What follows belongs to an exercise in optimizing a design on an open flow for small area and a short achievable clock period; a production flow would make more cautious choices.
The RTL was checked by simulation tests, not by an equivalence proof against the original design.

==> raven: inputs <==
==> flow/design.v <==
`timescale 1 ns / 1 ns
module filter_mlab
               (
                i_clk,
                i_clk_enable,
                i_reset_n,
                filter_in,
                filter_out
                );
  input   i_clk;
  input   i_clk_enable;
  input   i_reset_n;
  input   signed [17:0] filter_in;
  output  signed [17:0] filter_out;
  reg  [3:0] cur_count;             
  reg  [3:0] vcnt;                  
  reg  signed [17:0] r [0:10];
  reg  signed [17:0] output_register;
  wire       is_s = cur_count[3];   
  reg  [3:0] sel1;                  
  reg  [3:0] sel2;                  
  wire [3:0] cnt_n  = is_s ? 4'd0 : cur_count + 4'd1;
  wire [3:0] vcnt_n = (is_s && vcnt != 4'd11) ? vcnt + 4'd1 : vcnt;
  function v;
    input [3:0] vc;
    input [3:0] a;
    v = (a < vc);
  endfunction
  reg [3:0] s1_n, s2_n;
  always @* begin
    s1_n = 4'd0;
    s2_n = 4'd0;
    case (cnt_n)
      4'd0: begin s1_n[0] = v(vcnt_n, 4'd7);  s2_n[0] = v(vcnt_n, 4'd6); end
      4'd1: begin s1_n[1] = v(vcnt_n, 4'd1);  s2_n[1] = v(vcnt_n, 4'd1); end
      4'd2: begin s1_n[1] = v(vcnt_n, 4'd7);  s2_n[0] = v(vcnt_n, 4'd7); end
      4'd3: begin s1_n[2] = v(vcnt_n, 4'd2);                             end
      4'd4: begin s1_n[3] = v(vcnt_n, 4'd9);  s2_n[2] = v(vcnt_n, 4'd5); end
      4'd5: begin s1_n[2] = v(vcnt_n, 4'd3);                             end
      4'd6: begin s1_n[3] = v(vcnt_n, 4'd10);                            end
      4'd7: begin s1_n[0] = v(vcnt_n, 4'd5);  s2_n[3] = v(vcnt_n, 4'd5); end
      default: begin s1_n[1] = v(vcnt_n, 4'd10); s2_n[1] = v(vcnt_n, 4'd10); end
    endcase
  end
  always @(posedge i_clk or negedge i_reset_n)
    if (!i_reset_n) begin
      cur_count <= 4'd8;
      vcnt      <= 4'd0;
      sel1      <= 4'd0;
      sel2      <= 4'd0;
    end
    else if (i_clk_enable) begin
      cur_count <= cnt_n;
      vcnt      <= vcnt_n;
      sel1      <= s1_n;
      sel2      <= s2_n;
    end
  integer i;
  always @(posedge i_clk)
    if (i_clk_enable) begin
      r[0] <= is_s ? filter_in : r[10];
      for (i = 1; i < 11; i = i + 1)
        r[i] <= r[i-1];
    end
  wire [24:0] x5  = {{7{r[5][17]}},  r[5]};
  wire [24:0] x8  = {{7{r[8][17]}},  r[8]};
  wire [24:0] x10 = {{7{r[10][17]}}, r[10]};
  wire [24:0] v1 = ({25{sel1[0]}} & x8)
                 | ({25{sel1[1]}} & (x10 << 2))
                 | ({25{sel1[2]}} & (x10 << 3))
                 | ({25{sel1[3]}} & (x8 << 3));
  wire [24:0] v2 = ({25{sel2[0]}} & (x10 << 4))
                 | ({25{sel2[1]}} & x10)
                 | ({25{sel2[2]}} & (x5 << 3))
                 | ({25{sel2[3]}} & (x8 << 2));
  reg  [24:0] acc;
  reg         c1, c2;
  wire [24:0] base = is_s ? 25'd16 : acc;
  wire        ci1  = c1 & ~is_s;
  wire        ci2  = c2 & ~is_s;
  wire [24:0] nv1  = ~v1;
  wire [24:0] hs   = base ^ nv1 ^ v2;
  wire [24:0] hc   = (base & nv1) | (base & v2) | (nv1 & v2);
  wire [8:0]  s0   = {1'b0, hs[7:0]}   + {1'b0, hc[6:0], 1'b1};
  wire [9:0]  s1w  = {1'b0, hs[15:8], 1'b1} + {1'b0, hc[14:7], ci1};
  wire [9:0]  s2w  = {hs[24:16], 1'b1}      + {hc[23:15], ci2};
  wire [8:0]  s1   = s1w[9:1];
  wire [8:0]  s2   = s2w[9:1];
  always @(posedge i_clk)
    if (i_clk_enable) begin
      acc <= {s2[8:0], s1[7:0], s0[7:0]};
      c1  <= s0[8];
      c2  <= s1[8];
    end
  wire [16:0] hi   = acc[24:8] + {8'd0, c2, 7'd0, c1};
  wire [19:0] q    = {hi, acc[7:5]};
  wire        tie  = (acc[4:0] == 5'd0);
  wire        pos_ovf = ~q[19] & (q[18] | q[17]);
  wire        neg_ovf =  q[19] & ~(q[18] & q[17]);
  wire [17:0] yr   = {q[17:1], q[0] & ~tie};
  wire [17:0] y    = (vcnt == 4'd0) ? 18'd0 :
                     pos_ovf ? 18'h1ffff : neg_ovf ? 18'h20000 : yr;
  always @(posedge i_clk or negedge i_reset_n)
    if (!i_reset_n)
      output_register <= 18'sd0;
    else if (i_clk_enable && is_s)
      output_register <= y;
  assign filter_out = output_register;
endmodule
==> flow/flow/run.sh <==
#!/bin/bash
set -o pipefail
bash standard.sh 'SETUP_SLACK_MARGIN=7.0' 'CTS_CLUSTER_SIZE=30' 'CTS_CLUSTER_DIAMETER=60' 'BUFFER_PORTS_ARGS=-buffer_cell sky130_fd_sc_hd__buf_2' 'CORE_UTILIZATION=60' 'PLACE_DENSITY=0.75' 'TNS_END_PERCENT=20' finish 2>&1 | tee standard.log
==> flow/standard.sh <==
#!/bin/bash
# synth_recipe.tcl (not shown) runs the flow's synth.tcl, then flattens the netlist and writes it again
# the make line also repeats each setting of config.mk as NAME=value (left out here)
make -C /OpenROAD-flow-scripts/flow DESIGN_CONFIG=/design/flow/config.mk WORK_HOME=/design/flow/orfs CLKGATE_MAP_FILE= SYNTH_SCRIPT=/design/flow/synth_recipe.tcl "${@:-finish}"
==> flow/config.mk <==
export PLATFORM = sky130hd
export DESIGN_NAME = filter_mlab
export DESIGN_NICKNAME = filter_mlab
export VERILOG_FILES = /design/flow/design.v
export SDC_FILE = /design/flow/constraint.sdc
export NUM_CORES = 4
export LEC_CHECK = 0
export CAP_MARGIN = 20
export CORE_MARGIN = 2
export CORE_UTILIZATION = 40
export SLEW_MARGIN = 20
==> flow/constraint.sdc <==
create_clock -name core_clock -period 10.0 [get_ports {i_clk}]
set_input_delay 2.0000 -clock core_clock [delete_from_list [all_inputs] [get_ports {i_clk}]]
set_output_delay 2.0000 -clock core_clock [all_outputs]
set_load 0.01 [all_outputs]
==> inputs of zinc, as changes to raven <==
==> flow/flow/run.sh (replaced) <==
#!/bin/bash
set -o pipefail
bash standard.sh 'SETUP_SLACK_MARGIN=6.6' 'CTS_CLUSTER_SIZE=30' 'CTS_CLUSTER_DIAMETER=60' 'BUFFER_PORTS_ARGS=-buffer_cell sky130_fd_sc_hd__buf_2' finish 2>&1 | tee standard.log
==> inputs of ember, as changes to raven <==
==> flow/flow/run.sh (replaced) <==
#!/bin/bash
set -o pipefail
bash standard.sh 'SETUP_SLACK_MARGIN=6.9' 'CTS_CLUSTER_SIZE=30' 'CTS_CLUSTER_DIAMETER=60' 'BUFFER_PORTS_ARGS=-buffer_cell sky130_fd_sc_hd__buf_2' 'CORE_UTILIZATION=60' 'PLACE_DENSITY=0.75' 'ABC_AREA=1' finish 2>&1 | tee standard.log
==> summary.md <==
| Metric | Value |
|---|---|
| Outcome | complete, no violations |
| Sequential-to-total area share from yosys stat | 66.9% |
| Type of origin of the critical path | flip-flop |
| Synthesis-to-finish area growth | 14.1% |
| Path length in cells of the critical path | 11 |
| Number of cells after detailed placement | 1022 |
| Number of signal-net buffers in the layout | 78 |
| Instance area after placement | 0.0118 mm^2 |
| Final critical delay including setup and external delays | 3.18 ns |
| Number of instances in the synthesized netlist | 779 |
(the above is from raven)
==> summary.md <==
| Metric | Value |
|---|---|
| Final critical delay including setup and external delays | 3.06 ns |
| Synthesis-to-finish area growth | 12.2% |
| Number of instances in the synthesized netlist | 944 |
| Outcome | complete, no violations |
| Instance area after placement | 0.0122 mm^2 |
| Number of signal-net buffers in the layout | 66 |
| Sequential-to-total area share from yosys stat | 64.7% |
(the above is from ember)
==> summary.md <==
| Metric | Value |
|---|---|
| Outcome | complete, no violations |
| Number of setup violations in the final report | 0 |
| Endpoints failing hold | 0 |
| Critical path's largest stage delay | 0.58 ns |
| Synthesis-to-finish area growth | 13.0% |
| Final critical delay including setup and external delays | 3.36 ns |
| Number of cells after detailed placement | 1166 |
| Sequential-to-total area share from yosys stat | 66.9% |
| Type of origin of the critical path | flip-flop |
| Path length in cells of the critical path | 10 |
(the above is from zinc)

[re-timing with driven ports]
No port has a modelled driver above. Below, the same layouts with a new extraction and two added sets of constraints. Step 1 (the two cells are an assumption about what drives the block):
set clk [get_ports {i_clk}]
set_driving_cell -lib_cell sky130_fd_sc_hd__clkbuf_16 $clk
set_driving_cell -lib_cell sky130_fd_sc_hd__buf_2 [delete_from_list [all_inputs] $clk]
Step 2 times the ports against the registers' clock, not the clock port: input delays grow and output delays shrink by t, the midpoint of the rising clock arrivals with the driver on. Slacks: no drivers / after step 1 / after step 2; pairs: no drivers / after step 1.
run	shift t [ns]	setup WS [ns]	worst hold slack (ns)	worst setup path after step 2	latest minus earliest clock arrival (ns)
raven	0.530	6.815 / 6.815 / 6.335	0.416 / 0.416 / 0.416	input to register	0.030 / 0.030
zinc	0.550	6.640 / 6.640 / 6.198	0.412 / 0.412 / 0.412	input to register	0.018 / 0.019
ember	0.536	6.939 / 6.934 / 6.401	0.423 / 0.423 / 0.423	input to register	0.021 / 0.021
After both steps every run listed still meets setup and hold. For ember, which loses most, drivers alone change the setup slack by -0.005 ns; drivers and shift together by -0.538 ns.
